Context: an optimization exercise on an open-source flow, tuned for small area and a short achievable clock period. The choices shown serve that exercise and are no tape-out recipe.
Function was checked by simulation only, so behaviour that the tests miss may differ from the original.
Power and IR drop assume default switching activity.

==> flow/design.v <==
`timescale 1ns / 1ps
module decode(
    input  wire        clk,
    input  wire        rst,
    input  wire        wb_reg_write,
    input  wire [4:0]  wb_write_reg_location,
    input  wire [31:0] mem_wb_write_data,
    input  wire [31:0] if_id_instr,
    input  wire [31:0] if_id_npc,
    output wire [1:0]  id_ex_wb,
    output wire [2:0]  id_ex_mem,
    output reg  [4:0]  id_ex_alu,
    output reg  [31:0] id_ex_target,
    output reg  [31:0] id_ex_rs_val,
    output reg  [31:0] id_ex_rt_val,
    output reg  [31:0] id_ex_b,
    output reg  [4:0]  id_ex_write_reg,
    output reg         id_ex_cleared
);
    wire [5:0]  opcode = if_id_instr[31:26];
    wire [4:0]  rs     = if_id_instr[25:21];
    wire [4:0]  rt     = if_id_instr[20:16];
    wire [4:0]  rd     = if_id_instr[15:11];
    wire [5:0]  funct  = if_id_instr[5:0];
    wire [31:0] sext   = {{16{if_id_instr[15]}}, if_id_instr[15:0]};
    wire [31:0] rs_val, rt_val;
    regfile rf0 (
        .clk(clk),
        .rst(rst),
        .we(wb_reg_write),
        .waddr(wb_write_reg_location),
        .wdata(mem_wb_write_data),
        .ra(rs),
        .rb(rt),
        .rdata_a(rs_val),
        .rdata_b(rt_val)
    );
    wire is_r   = (opcode == 6'b000000);
    wire is_lw  = (opcode == 6'b100011);
    wire is_sw  = (opcode == 6'b101011);
    wire is_beq = (opcode == 6'b000100);
    wire f_add = (funct == 6'b100000);
    wire f_sub = (funct == 6'b100010);
    wire f_and = (funct == 6'b100100);
    wire f_or  = (funct == 6'b100101);
    wire f_slt = (funct == 6'b101010);
    wire alusrc  = is_lw | is_sw;
    wire sel_slt = is_r & f_slt;
    wire sel_and = is_r & f_and;
    wire sel_or  = is_r & f_or;
    wire sel_sum = is_r ? (f_add | f_sub) : 1'b1;
    wire inv_b   = is_beq | (is_r & (f_sub | f_slt));
    wire keep_rt = ~alusrc & ~inv_b;
    wire flip_rt = ~alusrc & inv_b;
    wire [31:0] imm_b = {32{alusrc}} & sext;
    wire [31:0] b_hi_n = ~({32{keep_rt}} | imm_b);
    wire [31:0] b_lo_n = ~({32{flip_rt}} | imm_b);
    wire [31:0] b;
    genvar i;
    generate
        for (i = 0; i < 32; i = i + 1) begin : bsel
            id_mux2i m (.s(rt_val[i]), .a0(b_lo_n[i]), .a1(b_hi_n[i]), .y(b[i]));
        end
    endgenerate
    reg id_ex_regwrite, id_ex_lw, id_ex_beq, id_ex_sw;
    assign id_ex_wb  = {id_ex_regwrite, id_ex_lw};
    assign id_ex_mem = {id_ex_beq, id_ex_lw, id_ex_sw};
    always @(posedge clk) begin
        id_ex_cleared   <= rst;
        id_ex_regwrite  <= is_r | is_lw;
        id_ex_lw        <= is_lw;
        id_ex_beq       <= is_beq;
        id_ex_sw        <= is_sw;
        id_ex_alu       <= {inv_b, sel_sum, sel_slt, sel_and, sel_or};
        id_ex_target    <= if_id_npc + {sext[29:0], 2'b00};
        id_ex_rs_val    <= rs_val;
        id_ex_rt_val    <= rt_val;
        id_ex_b         <= b;
        id_ex_write_reg <= is_r ? rd : rt;
    end
endmodule
module regfile(
    input  wire        clk,
    input  wire        rst,
    input  wire        we,
    input  wire [4:0]  waddr,
    input  wire [31:0] wdata,
    input  wire [4:0]  ra,
    input  wire [4:0]  rb,
    output wire [31:0] rdata_a,
    output wire [31:0] rdata_b
);
    reg [31:0] regs [0:31];
    reg [31:0] valid;
    wire [31:0] sel_a, sel_b;
    wire [1023:0] flat;
    genvar w;
    generate
        for (w = 0; w < 32; w = w + 1) begin : word
            wire wen = we & (waddr == w);
            always @(posedge clk)
                if (wen) regs[w] <= wdata;
            always @(posedge clk)
                valid[w] <= ~rst & (valid[w] | wen);
            assign sel_a[w] = valid[w] & (ra == w);
            assign sel_b[w] = valid[w] & (rb == w);
            assign flat[32*w +: 32] = regs[w];
        end
    endgenerate
    rf_read_port pa (.sel(sel_a), .regs(flat), .data(rdata_a));
    rf_read_port pb (.sel(sel_b), .regs(flat), .data(rdata_b));
endmodule
module id_mux2i(input wire s, a0, a1, output wire y);
    assign y = ~(s ? a1 : a0);
endmodule
module rf_read_port(
    input  wire [31:0]   sel,
    input  wire [1023:0] regs,
    output wire [31:0]   data
);
    genvar i, j;
    generate
        for (i = 0; i < 32; i = i + 1) begin : bitn
            wire [10:0] n1;
            wire [3:0]  n2;
            wire        n3a, n3b;
            for (j = 0; j < 10; j = j + 1) begin : trio
                rf_aoi222 g1 (.a1(sel[3*j]),   .a2(regs[32*(3*j) + i]),
                              .b1(sel[3*j+1]), .b2(regs[32*(3*j+1) + i]),
                              .c1(sel[3*j+2]), .c2(regs[32*(3*j+2) + i]),
                              .y(n1[j]));
            end
            rf_aoi22 g1l (.a1(sel[30]), .a2(regs[32*30 + i]),
                          .b1(sel[31]), .b2(regs[32*31 + i]),
                          .y(n1[10]));
            rf_nand3 g2a (.a(n1[0]), .b(n1[1]), .c(n1[2]),  .y(n2[0]));
            rf_nand3 g2b (.a(n1[3]), .b(n1[4]), .c(n1[5]),  .y(n2[1]));
            rf_nand3 g2c (.a(n1[6]), .b(n1[7]), .c(n1[8]),  .y(n2[2]));
            rf_nand2 g2d (.a(n1[9]), .b(n1[10]),            .y(n2[3]));
            rf_nor2  g3a (.a(n2[0]), .b(n2[1]), .y(n3a));
            rf_nor2  g3b (.a(n2[2]), .b(n2[3]), .y(n3b));
            rf_nand2 g4  (.a(n3a), .b(n3b), .y(data[i]));
        end
    endgenerate
endmodule
module rf_aoi222(input wire a1, a2, b1, b2, c1, c2, output wire y);
    assign y = ~((a1 & a2) | (b1 & b2) | (c1 & c2));
endmodule
module rf_aoi22(input wire a1, a2, b1, b2, output wire y);
    assign y = ~((a1 & a2) | (b1 & b2));
endmodule
module rf_nand3(input wire a, b, c, output wire y);
    assign y = ~(a & b & c);
endmodule
module rf_nor2(input wire a, b, output wire y);
    assign y = ~(a | b);
endmodule
module rf_nand2(input wire a, b, output wire y);
    assign y = ~(a & b);
endmodule
`timescale 1ns / 1ps
module execute(
    input  wire        clk,
    input  wire        rst,
    input  wire        cleared,
    input  wire [1:0]  wb_ctl,
    input  wire [2:0]  m_ctl,
    input  wire [4:0]  alu_ctl,
    input  wire [31:0] target,
    input  wire [31:0] rs_val,
    input  wire [31:0] rt_val,
    input  wire [31:0] b,
    input  wire [4:0]  write_reg,
    output wire [1:0]  ex_mem_wb,
    output wire        ex_mem_branch,
    output wire        ex_mem_memread,
    output wire        ex_mem_memwrite,
    output reg  [31:0] ex_mem_npc,
    output reg         ex_mem_zero,
    output reg  [31:0] ex_mem_alu_result,
    output reg  [31:0] ex_mem_rdata2,
    output reg  [4:0]  ex_mem_write_reg
);
    wire inv_b   = alu_ctl[4];
    wire sel_sum = alu_ctl[3];
    wire sel_slt = alu_ctl[2];
    wire sel_and = alu_ctl[1];
    wire sel_or  = alu_ctl[0];
    wire [31:0] a = rs_val;
    wire [31:0] sum, carry;
    ex_adder add0 (.a(a), .b(b), .cin(inv_b), .sum(sum), .carry(carry));
    wire kill = rst | cleared;
    wire [31:0] cin_z = {a[30:0] | b[30:0], inv_b};
    wire sum_zero = &(~(a ^ b ^ cin_z));
    wire x31 = a[31] ^ b[31];
    wire [31:0] and_ab = a & b;
    wire [31:0] or_ab  = a | b;
    wire ss = sel_sum & ~kill;
    wire sx = sel_slt & x31 & ~kill;             
    wire [31:0] other = ({32{sel_and & ~kill}} & and_ab)
                      | ({32{sel_or  & ~kill}} & or_ab)
                      | {31'b0, sel_slt & ~x31 & a[31] & ~kill};
    wire [31:0] other_n = ~other;
    wire [31:0] t_sum;
    wire        t_slt;
    wire [31:0] result_d;
    genvar i;
    generate
        for (i = 0; i < 32; i = i + 1) begin : res
            ex_nand2 ts (.a(ss), .b(sum[i]), .y(t_sum[i]));
            if (i == 0) begin : b0
                ex_nand3 r (.a(t_sum[0]), .b(t_slt), .c(other_n[0]), .y(result_d[0]));
            end
            else begin : bn
                ex_nand2 r (.a(t_sum[i]), .b(other_n[i]), .y(result_d[i]));
            end
        end
    endgenerate
    ex_nand2 tl (.a(sx), .b(sum[31]), .y(t_slt));
    wire sum31_n;
    ex_xnor2 s31n (.a(x31), .b(carry[31]), .y(sum31_n));
    wire zx = sel_slt & x31 & ~rst;
    wire zero_rest = ~rst & (cleared |
                             (sel_sum & sum_zero) |
                             (sel_slt & ~x31 & ~a[31]) |
                             (sel_and & ~|and_ab) |
                             (sel_or  & ~|or_ab) |
                             ~(sel_sum | sel_slt | sel_and | sel_or));
    wire zero_rest_n = ~zero_rest;
    wire t_z, zero_d;
    ex_nand2 tz (.a(zx), .b(sum31_n), .y(t_z));
    ex_nand2 zd (.a(t_z), .b(zero_rest_n), .y(zero_d));
    reg ex_mem_regwrite, ex_mem_lw, ex_mem_br, ex_mem_sw;
    assign ex_mem_wb       = {ex_mem_regwrite, ex_mem_lw};
    assign ex_mem_branch   = ex_mem_br;
    assign ex_mem_memread  = ex_mem_lw;
    assign ex_mem_memwrite = ex_mem_sw;
    always @(posedge clk) begin
        if (kill) begin
            ex_mem_regwrite   <= 1'b0;
            ex_mem_lw         <= 1'b0;
            ex_mem_br         <= 1'b0;
            ex_mem_sw         <= 1'b0;
            ex_mem_npc        <= 32'b0;
            ex_mem_rdata2     <= 32'b0;
            ex_mem_write_reg  <= 5'b0;
        end
        else begin
            ex_mem_regwrite   <= wb_ctl[1];
            ex_mem_lw         <= wb_ctl[0];
            ex_mem_br         <= m_ctl[2];
            ex_mem_sw         <= m_ctl[0];
            ex_mem_npc        <= target;
            ex_mem_rdata2     <= rt_val;
            ex_mem_write_reg  <= write_reg;
        end
        ex_mem_alu_result <= result_d;
        ex_mem_zero       <= zero_d;
    end
endmodule
module ex_adder(
    input  wire [31:0] a,
    input  wire [31:0] b,
    input  wire        cin,
    output wire [31:0] sum,
    output wire [31:0] carry
);
    wire [31:0] gl [0:5];
    wire [31:0] tl [0:5];
    genvar l, k;
    generate
        ex_inv n0 (.a(cin), .y(gl[0][0]));
        assign tl[0][0] = 1'b1;
        for (k = 1; k < 32; k = k + 1) begin : l0
            ex_nand2 gn (.a(a[k-1]), .b(b[k-1]), .y(gl[0][k]));
            ex_nor2  tn (.a(a[k-1]), .b(b[k-1]), .y(tl[0][k]));
        end
        for (l = 1; l <= 5; l = l + 1) begin : lvl
            localparam integer D = 1 << (l - 1);
            for (k = 0; k < 32; k = k + 1) begin : node
                if (k < D) begin : done
                    ex_inv pass (.a(gl[l-1][k]), .y(gl[l][k]));
                    assign tl[l][k] = 1'b0;
                end
                else if (l % 2 == 1) begin : odd
                    ex_o21ai g (.a1(tl[l-1][k]), .a2(gl[l-1][k-D]), .b1(gl[l-1][k]),
                                .y(gl[l][k]));
                    if (k >= 2 * D) begin : t
                        ex_nor2 tt (.a(tl[l-1][k]), .b(tl[l-1][k-D]), .y(tl[l][k]));
                    end
                    else begin : tnone
                        assign tl[l][k] = 1'b0;
                    end
                end
                else begin : even
                    ex_a21oi g (.a1(tl[l-1][k]), .a2(gl[l-1][k-D]), .b1(gl[l-1][k]),
                                .y(gl[l][k]));
                    if (k >= 2 * D) begin : t
                        ex_nand2 tt (.a(tl[l-1][k]), .b(tl[l-1][k-D]), .y(tl[l][k]));
                    end
                    else begin : tnone
                        assign tl[l][k] = 1'b1;
                    end
                end
            end
        end
        assign carry = gl[5];
        for (k = 0; k < 32; k = k + 1) begin : s
            wire x;
            ex_xor2 hx (.a(a[k]), .b(b[k]), .y(x));
            ex_xor2 sx (.a(x), .b(gl[5][k]), .y(sum[k]));
        end
    endgenerate
endmodule
module ex_inv(input wire a, output wire y);
    assign y = ~a;
endmodule
module ex_nand2(input wire a, b, output wire y);
    assign y = ~(a & b);
endmodule
module ex_nor2(input wire a, b, output wire y);
    assign y = ~(a | b);
endmodule
module ex_o21ai(input wire a1, a2, b1, output wire y);
    assign y = ~((a1 | a2) & b1);
endmodule
module ex_a21oi(input wire a1, a2, b1, output wire y);
    assign y = ~((a1 & a2) | b1);
endmodule
module ex_xor2(input wire a, b, output wire y);
    assign y = a ^ b;
endmodule
module ex_xnor2(input wire a, b, output wire y);
    assign y = ~(a ^ b);
endmodule
module ex_nand3(input wire a, b, c, output wire y);
    assign y = ~(a & b & c);
endmodule
`timescale 1ns / 1ps
module mips_id_ex(
    input  wire        clk,
    input  wire        rst,
    input  wire        wb_reg_write,
    input  wire [4:0]  wb_write_reg_location,
    input  wire [31:0] mem_wb_write_data,
    input  wire [31:0] if_id_instr,
    input  wire [31:0] if_id_npc,
    output wire [1:0]  ex_mem_wb,
    output wire        ex_mem_branch,
    output wire        ex_mem_memread,
    output wire        ex_mem_memwrite,
    output wire [31:0] ex_mem_npc,
    output wire        ex_mem_zero,
    output wire [31:0] ex_mem_alu_result,
    output wire [31:0] ex_mem_rdata2,
    output wire [4:0]  ex_mem_write_reg
);
    wire [1:0]  id_ex_wb;
    wire [2:0]  id_ex_mem;
    wire [4:0]  id_ex_alu;
    wire [31:0] id_ex_target, id_ex_rs_val, id_ex_rt_val, id_ex_b;
    wire [4:0]  id_ex_write_reg;
    wire        id_ex_cleared;
    decode id0 (
        .clk(clk),
        .rst(rst),
        .wb_reg_write(wb_reg_write),
        .wb_write_reg_location(wb_write_reg_location),
        .mem_wb_write_data(mem_wb_write_data),
        .if_id_instr(if_id_instr),
        .if_id_npc(if_id_npc),
        .id_ex_wb(id_ex_wb),
        .id_ex_mem(id_ex_mem),
        .id_ex_alu(id_ex_alu),
        .id_ex_target(id_ex_target),
        .id_ex_rs_val(id_ex_rs_val),
        .id_ex_rt_val(id_ex_rt_val),
        .id_ex_b(id_ex_b),
        .id_ex_write_reg(id_ex_write_reg),
        .id_ex_cleared(id_ex_cleared)
    );
    execute ex0 (
        .clk(clk),
        .rst(rst),
        .cleared(id_ex_cleared),
        .wb_ctl(id_ex_wb),
        .m_ctl(id_ex_mem),
        .alu_ctl(id_ex_alu),
        .target(id_ex_target),
        .rs_val(id_ex_rs_val),
        .rt_val(id_ex_rt_val),
        .b(id_ex_b),
        .write_reg(id_ex_write_reg),
        .ex_mem_wb(ex_mem_wb),
        .ex_mem_branch(ex_mem_branch),
        .ex_mem_memread(ex_mem_memread),
        .ex_mem_memwrite(ex_mem_memwrite),
        .ex_mem_npc(ex_mem_npc),
        .ex_mem_zero(ex_mem_zero),
        .ex_mem_alu_result(ex_mem_alu_result),
        .ex_mem_rdata2(ex_mem_rdata2),
        .ex_mem_write_reg(ex_mem_write_reg)
    );
endmodule
==> flow/run.sh <==
#!/bin/bash
# synth_recipe.tcl (not shown) runs the flow's synth.tcl, then flattens the netlist and writes it again
# the make line also repeats each setting of config.mk as NAME=value (left out here)
make -C /OpenROAD-flow-scripts/flow DESIGN_CONFIG=/design/flow/config.mk WORK_HOME=/design/flow/orfs CLKGATE_MAP_FILE= SYNTH_SCRIPT=/design/flow/synth_recipe.tcl finish
==> flow/config.mk <==
export PLATFORM = sky130hd
export DESIGN_NAME = mips_id_ex
export DESIGN_NICKNAME = mips_id_ex
export VERILOG_FILES = /design/flow/design.v
export SDC_FILE = /design/flow/constraint.sdc
export NUM_CORES = 4
export LEC_CHECK = 0
export ABC_AREA = 0
export CAP_MARGIN = 20
export CORE_MARGIN = 2
export CORE_UTILIZATION = 40
export CTS_CLUSTER_DIAMETER = 118
export CTS_CLUSTER_SIZE = 20
export SETUP_SLACK_MARGIN = 2.6
export SLEW_MARGIN = 20
export SYNTH_HIERARCHICAL = 1
export SYNTH_MINIMUM_KEEP_SIZE = 0
==> flow/constraint.sdc <==
create_clock -name core_clock -period 5.0 [get_ports {clk}]
set_input_delay 1.0000 -clock core_clock [delete_from_list [all_inputs] [get_ports {clk}]]
set_output_delay 1.0000 -clock core_clock [all_outputs]
set_load 0.01 [all_outputs]
==> run_results.csv, run 1 <==
group,metric,value,unit
power_and_ir_drop,p_sw,4.38,mW
setup_path,cp.arrival,3060,ps
placed_design,dp_cells,5870,
timing,tns,0,ps
final_layout,layout_common_cells,"edfxtp_1 (1,024), a222oi_1 (640), nand2_1 (272)",
power_and_ir_drop,combPwrFrac,5.4,%
detailed_routing,ant_nets,0,
clock_tree,clockBufferDepth,3,
yosys,yosys_warnings,11,
floorplan,die-area,138000,um2
clock_tree,cts_buffers,76,
timing,maxSlewViolCount,0,
final_layout,syn_to_final_growth,19.5,%
power_and_ir_drop,power.density,305,nW/um2
power_and_ir_drop,p_int,15.2,mW
setup_path,crit_buf_inv,3,
setup_path,cpLargestDelayFamily,"simple AND/OR/NAND/NOR gates",
power_and_ir_drop,max-vdd-ir-drop,246,uV
timing,hold_viol_final,0,
timing,rsz0062_at_grt,"true",
yosys,syn_inst,3812,
timing,final.period_utilization,49.6,%
floorplan,start_util,40.3,%
power_and_ir_drop,share_clk_of_total_power,33.6,%
global_routing,grt_pass1_vias,39500,
detailed_routing,wl_per_cell,35.5,um
setup_path,crit_path_top_delay_cell,"a222oi_1",
final_layout,stdcell_area,64400,um2
timing,fin_ws,2520,ps
final_layout,layout_commonest_cell,"edfxtp_1",
timing,finClkSkew,41.8,ps
floorplan,ios,211,
final_layout,drive_above_1_share,18.2,%
status,status,"complete, no violations",
global_routing,grt_pass1_wl,295000,um
placed_design,place_ws,842,ps
clock_tree,clkSinkCount,1305,
detailed_routing,drc_errors,0,
global_routing,grt_util_all_layers,30.3,%
timing,relSlewSlack,25.7,%
final_layout,fill_cells,11500,
setup_path,end_kind,"flip-flop",
setup_path,crit_chain,"buf_6 > nor2b_4 > buf_12 > and3_4 > buf_8 > a222oi_1 > nand3_1 > nor2_4 > nand2_2 > mux2i_1",
job,drv_cap,0,
setup_path,slowest_delay,340,ps
detailed_routing,dr.pass1.iters,14,
clock_tree,clock_latency,700,ps
detailed_routing,wl,219000,um
global_routing,grt-ovfl-total,0,
global_routing,grt_max_degree,77,
final_layout,regMostFlops,"id0.rf0.regs",
timing,finalCriticalPeriod,2480,ps
final_layout,nets,4519,
clock_tree,clk_pin_slew,80,ps
setup_path,crit_fanout,11,
power_and_ir_drop,pwr-share-seq,61.1,%
detailed_routing,num_vias,42400,
clock_tree,cts_tree,"built",
final_layout,instances_no_fill,6166,
setup_path,required,5570,ps
hold_path,min_path_type,"reg2reg",
yosys,avgSynthCellArea,14.1,um2
placed_design,port_buffers,210,
floorplan,num_rows,134,
global_routing,antenna_found_initial,15,
setup_path,criticalPathCategory,"in2reg",
yosys,syn_nets,4010,
clock_tree,root_buffer,"clkbuf_16",
placed_design,place.gp.congestion,0.946,
placed_design,placed_cell_area,59500,um2
timing,setup_viol,0,
yosys,syn_area,53900,um2
timing,clock.fmax,0.403,GHz
setup_path,critPathLaunchType,"input port",
clock_tree,htreeDepth,3,
clock_tree,holdBufCountCts,0,
final_layout,largest_reg_flops,1024,
power_and_ir_drop,leakage,22.7,nW
floorplan,die_height,371,um
detailed_routing,initialDrtViolationCount,9535,
detailed_routing,vias_per_cell,6.87,
floorplan,coreArea,134000,um2
placed_design,detailed_place_hpwl,122000,um
floorplan,die_x,371,um
power_and_ir_drop,power.share.switching,22.3,%
final_layout,fin_util,48.2,%
timing,worst_pin_slew,1110,ps
## area by class of cell
class	instances	area, um2	share of cell area, %
antenna	23	57.6	0.0894
clock buffer	124	2130	3.32
clock inverter	8	96.3	0.150
inverter	140	539	0.838
multi-input combinational	2355	18700	29.0
sequential	1305	36400	56.6
tap	1768	2210	3.44
timing repair buffer	443	4270	6.63
## metal layers
layer | track usage [%] | vias up | wire, um
li1 | - | 17200 | -
met1 | 37.2 | 20900 | 75900
met2 | 47.8 | 3500 | 97900
met3 | 7.86 | 814 | 28700
met4 | 18.7 | 10 | 16400
met5 | 0 | - | 61
## power by group through the flow
stage          clock, mW  combinational (mW)  sequential, mW
6_report            6.58                1.05            12.0
5_1_grt             7.02                1.10            12.0
4_1_cts             6.64               0.987            12.0
3_5_place_dp           0               0.893            12.2
3_3_place_gp           0               0.886            12.2
2_1_floorplan          0               0.405            12.2
## worst paths after layout
kind / endpoint / cells past startpoint / slack, ps / start
worst max-delay path: id0.id_ex_b[15]$_DFF_P_ / 10 / 2520 / if_id_instr[17]
worst min-delay path: ex0.ex_mem_npc[3]$_SDFF_PN0_ / 1 / 420 / id0.id_ex_target[3]$_DFF_P_
worst max register to register: ex0.ex_mem_zero$_DFF_P_ / 8 / 2610 / id0.id_ex_b[13]$_DFF_P_
worst min register to register: ex0.ex_mem_npc[3]$_SDFF_PN0_ / 1 / 420 / id0.id_ex_target[3]$_DFF_P_
## per-stage QoR
stage | power (mW) | hold slack, ps
global placement | 13.1 | 408
floorplan | 12.6 | 406
global route | 20.1 | 426
finish | 19.6 | 416
detailed placement | 13.1 | 411
CTS | 19.6 | 413
## repair_timing
action,in CTS,in global routing
gates resized for setup,528,125
gates cloned,31,9
setup buffers,56,45
pin swaps,87,121
endpoints found under the setup margin,1235,313
==> run 2: changes to the inputs <==
--- a/flow/config.mk
+++ b/flow/config.mk
@@ -10,7 +10,7 @@
 export CORE_MARGIN = 2
 export CORE_UTILIZATION = 40
 export CTS_CLUSTER_DIAMETER = 118
-export CTS_CLUSTER_SIZE = 20
+export CTS_CLUSTER_SIZE = 24
 export SETUP_SLACK_MARGIN = 2.6
 export SLEW_MARGIN = 20
 export SYNTH_HIERARCHICAL = 1
==> run_results.csv, run 2 <==
group,metric,value,unit
timing,rsz0062_at_grt,"true",
final_layout,drive_above_1_share,17.3,%
detailed_routing,dr.pass1.iters,14,
final_layout,regMostFlops,"id0.rf0.regs",
detailed_routing,ant_nets,0,
timing,hold_viol_final,0,
clock_tree,clkSinkCount,1305,
yosys,syn_inst,3812,
clock_tree,htreeDepth,2,
clock_tree,root_buffer,"clkbuf_16",
setup_path,crit_fanout,5,
yosys,syn_area,53900,um2
power_and_ir_drop,max-vdd-ir-drop,303,uV
detailed_routing,initialDrtViolationCount,9558,
power_and_ir_drop,power.density,295,nW/um2
placed_design,port_buffers,210,
final_layout,syn_to_final_growth,18.3,%
final_layout,fin_util,47.7,%
setup_path,cp.arrival,3090,ps
detailed_routing,drc_errors,0,
setup_path,critPathLaunchType,"input port",
timing,tns,0,ps
power_and_ir_drop,p_sw,4.20,mW
power_and_ir_drop,pwr-share-seq,63.7,%
floorplan,coreArea,134000,um2
detailed_routing,vias_per_cell,6.87,
power_and_ir_drop,leakage,22.3,nW
detailed_routing,wl,219000,um
power_and_ir_drop,power.share.switching,22.3,%
setup_path,worst-r2r-cell-count,8,
timing,clock.fmax,0.405,GHz
timing,finClkSkew,27.8,ps
timing,fin_ws,2530,ps
final_layout,fill_cells,11600,
final_layout,instances_no_fill,6137,
floorplan,num_rows,134,
floorplan,die_height,371,um
placed_design,place.gp.congestion,0.946,
yosys,avgSynthCellArea,14.1,um2
global_routing,antenna_found_initial,23,
clock_tree,cts_buffers,61,
timing,maxSlewViolCount,0,
power_and_ir_drop,share_clk_of_total_power,30.8,%
clock_tree,clockBufferDepth,3,
detailed_routing,num_vias,42100,
clock_tree,clk_pin_slew,100,ps
hold_path,min_path_cells,1,
final_layout,nets,4490,
clock_tree,clock_latency,740,ps
clock_tree,cts_tree,"built",
setup_path,r2r_slack,2640,ps
final_layout,largest_reg_flops,1024,
status,status,"complete, no violations",
job,drv_cap,0,
global_routing,grt_max_degree,77,
detailed_routing,wl_per_cell,35.7,um
setup_path,criticalPathCategory,"in2reg",
timing,worst_pin_slew,1070,ps
setup_path,required,5620,ps
final_layout,layout_common_cells,"edfxtp_1 (1,024), a222oi_1 (640), nand2_1 (285)",
timing,finalCriticalPeriod,2470,ps
power_and_ir_drop,combPwrFrac,5.5,%
floorplan,die-area,138000,um2
setup_path,end_kind,"flip-flop",
floorplan,start_util,40.3,%
yosys,yosys_warnings,11,
placed_design,dp_cells,5870,
floorplan,ios,211,
power_and_ir_drop,p_int,14.6,mW
placed_design,place_ws,842,ps
global_routing,grt-ovfl-total,0,
floorplan,die_x,371,um
global_routing,grt_pass1_wl,295000,um
final_layout,layout_commonest_cell,"edfxtp_1",
timing,setup_viol,0,
hold_path,min_path_type,"reg2reg",
global_routing,grt_pass1_vias,39300,
global_routing,grt_util_all_layers,30.4,%
timing,final.period_utilization,49.4,%
placed_design,detailed_place_hpwl,122000,um
clock_tree,holdBufCountCts,0,
yosys,syn_nets,4010,
timing,relSlewSlack,28.2,%
run 2: worst paths after layout:
check                                  end                    startpoint
max reg2reg        ex0.ex_mem_zero$_DFF_P_       id0.id_ex_b[13]$_DFF_P_
max           id0.id_ex_target[29]$_DFF_P_               if_id_instr[13]
min reg2reg  ex0.ex_mem_npc[13]$_SDFF_PN0_  id0.id_ex_target[13]$_DFF_P_
min          ex0.ex_mem_npc[13]$_SDFF_PN0_  id0.id_ex_target[13]$_DFF_P_
run 2: critical path, cell delays in order:
cell and delay (ps):
clkdlybuf4s15_2 390, ha_4 410, and3_4 240, and2_1 210, nand3_1 150, o32ai_4 350, a41oi_2 180, xnor2_1 160
run 2: what timing repair did:
action,4_1_cts,5_1_grt
pin swaps,63,99
endpoints found under the setup margin,1225,469
gates resized for setup,502,141
setup buffers,36,50
gates cloned,32,9
run 2: power by group through the flow:
stage	Sequential [mW]	Combinational, mW	Clock (mW)
detailed placement	12.2	0.893	0
finish	12.0	1.04	5.79
global route	12.0	1.09	6.20
floorplan	12.2	0.405	0
global placement	12.2	0.886	0
CTS	12.0	0.976	5.82
run 2: metal layers:
layer  wire, um  global-route usage (%)
met5         80                       0
met4      16400                    17.6
met3      30600                    9.26
met2      97800                    47.9
met1      73900                    36.8
run 2: metrics by stage:
stage          total power, mW  hold slack, ps  area (um2)
6_report                  18.8             430       63700
5_1_grt                   19.3             445       63700
2_1_floorplan             12.6             406       54400
3_3_place_gp              13.1             408       59500
4_1_cts                   18.8             434       62900
3_5_place_dp              13.1             411       59500
run 2: cell type report:
cell class	instances	area [um2]	share of cell area, %
multi-input cells	2358	18600	29.2
clock buffers	107	1720	2.70
diodes	30	75.1	0.118
inverters	140	539	0.846
flip-flops and latches	1305	36400	57.1
repair buffers	426	4080	6.40
well taps	1768	2210	3.47
clock inverters	3	45.0	0.0707

==> port drivers added, routing unchanged <==
In the flow no input, the clock included, has a driving cell. The finished layouts below were timed again as built, in two steps. Step 1, drivers: a clkbuf_16 drives clk and a buf_2 each remaining input, both assumed. Step 2 moves the port delays by t, midway between the first and last clock arrival at a register: inputs arrive t later, outputs are due t later. That takes back most of the time a late clock gives input paths. Slacks: no drivers / after step 1 / after step 2; pairs: no drivers / after step 1.
run	t, ns	slack for setup (ns)	worst data-port slew with drivers (ns)
run 1	0.760	2.518 / 2.541 / 1.781	0.11
run 2	0.803	2.532 / 2.565 / 1.786	0.13
After both steps setup and hold are still met in every run listed. For run 2, which loses most, drivers alone change the setup slack by +0.033 ns; drivers and shift together by -0.746 ns.
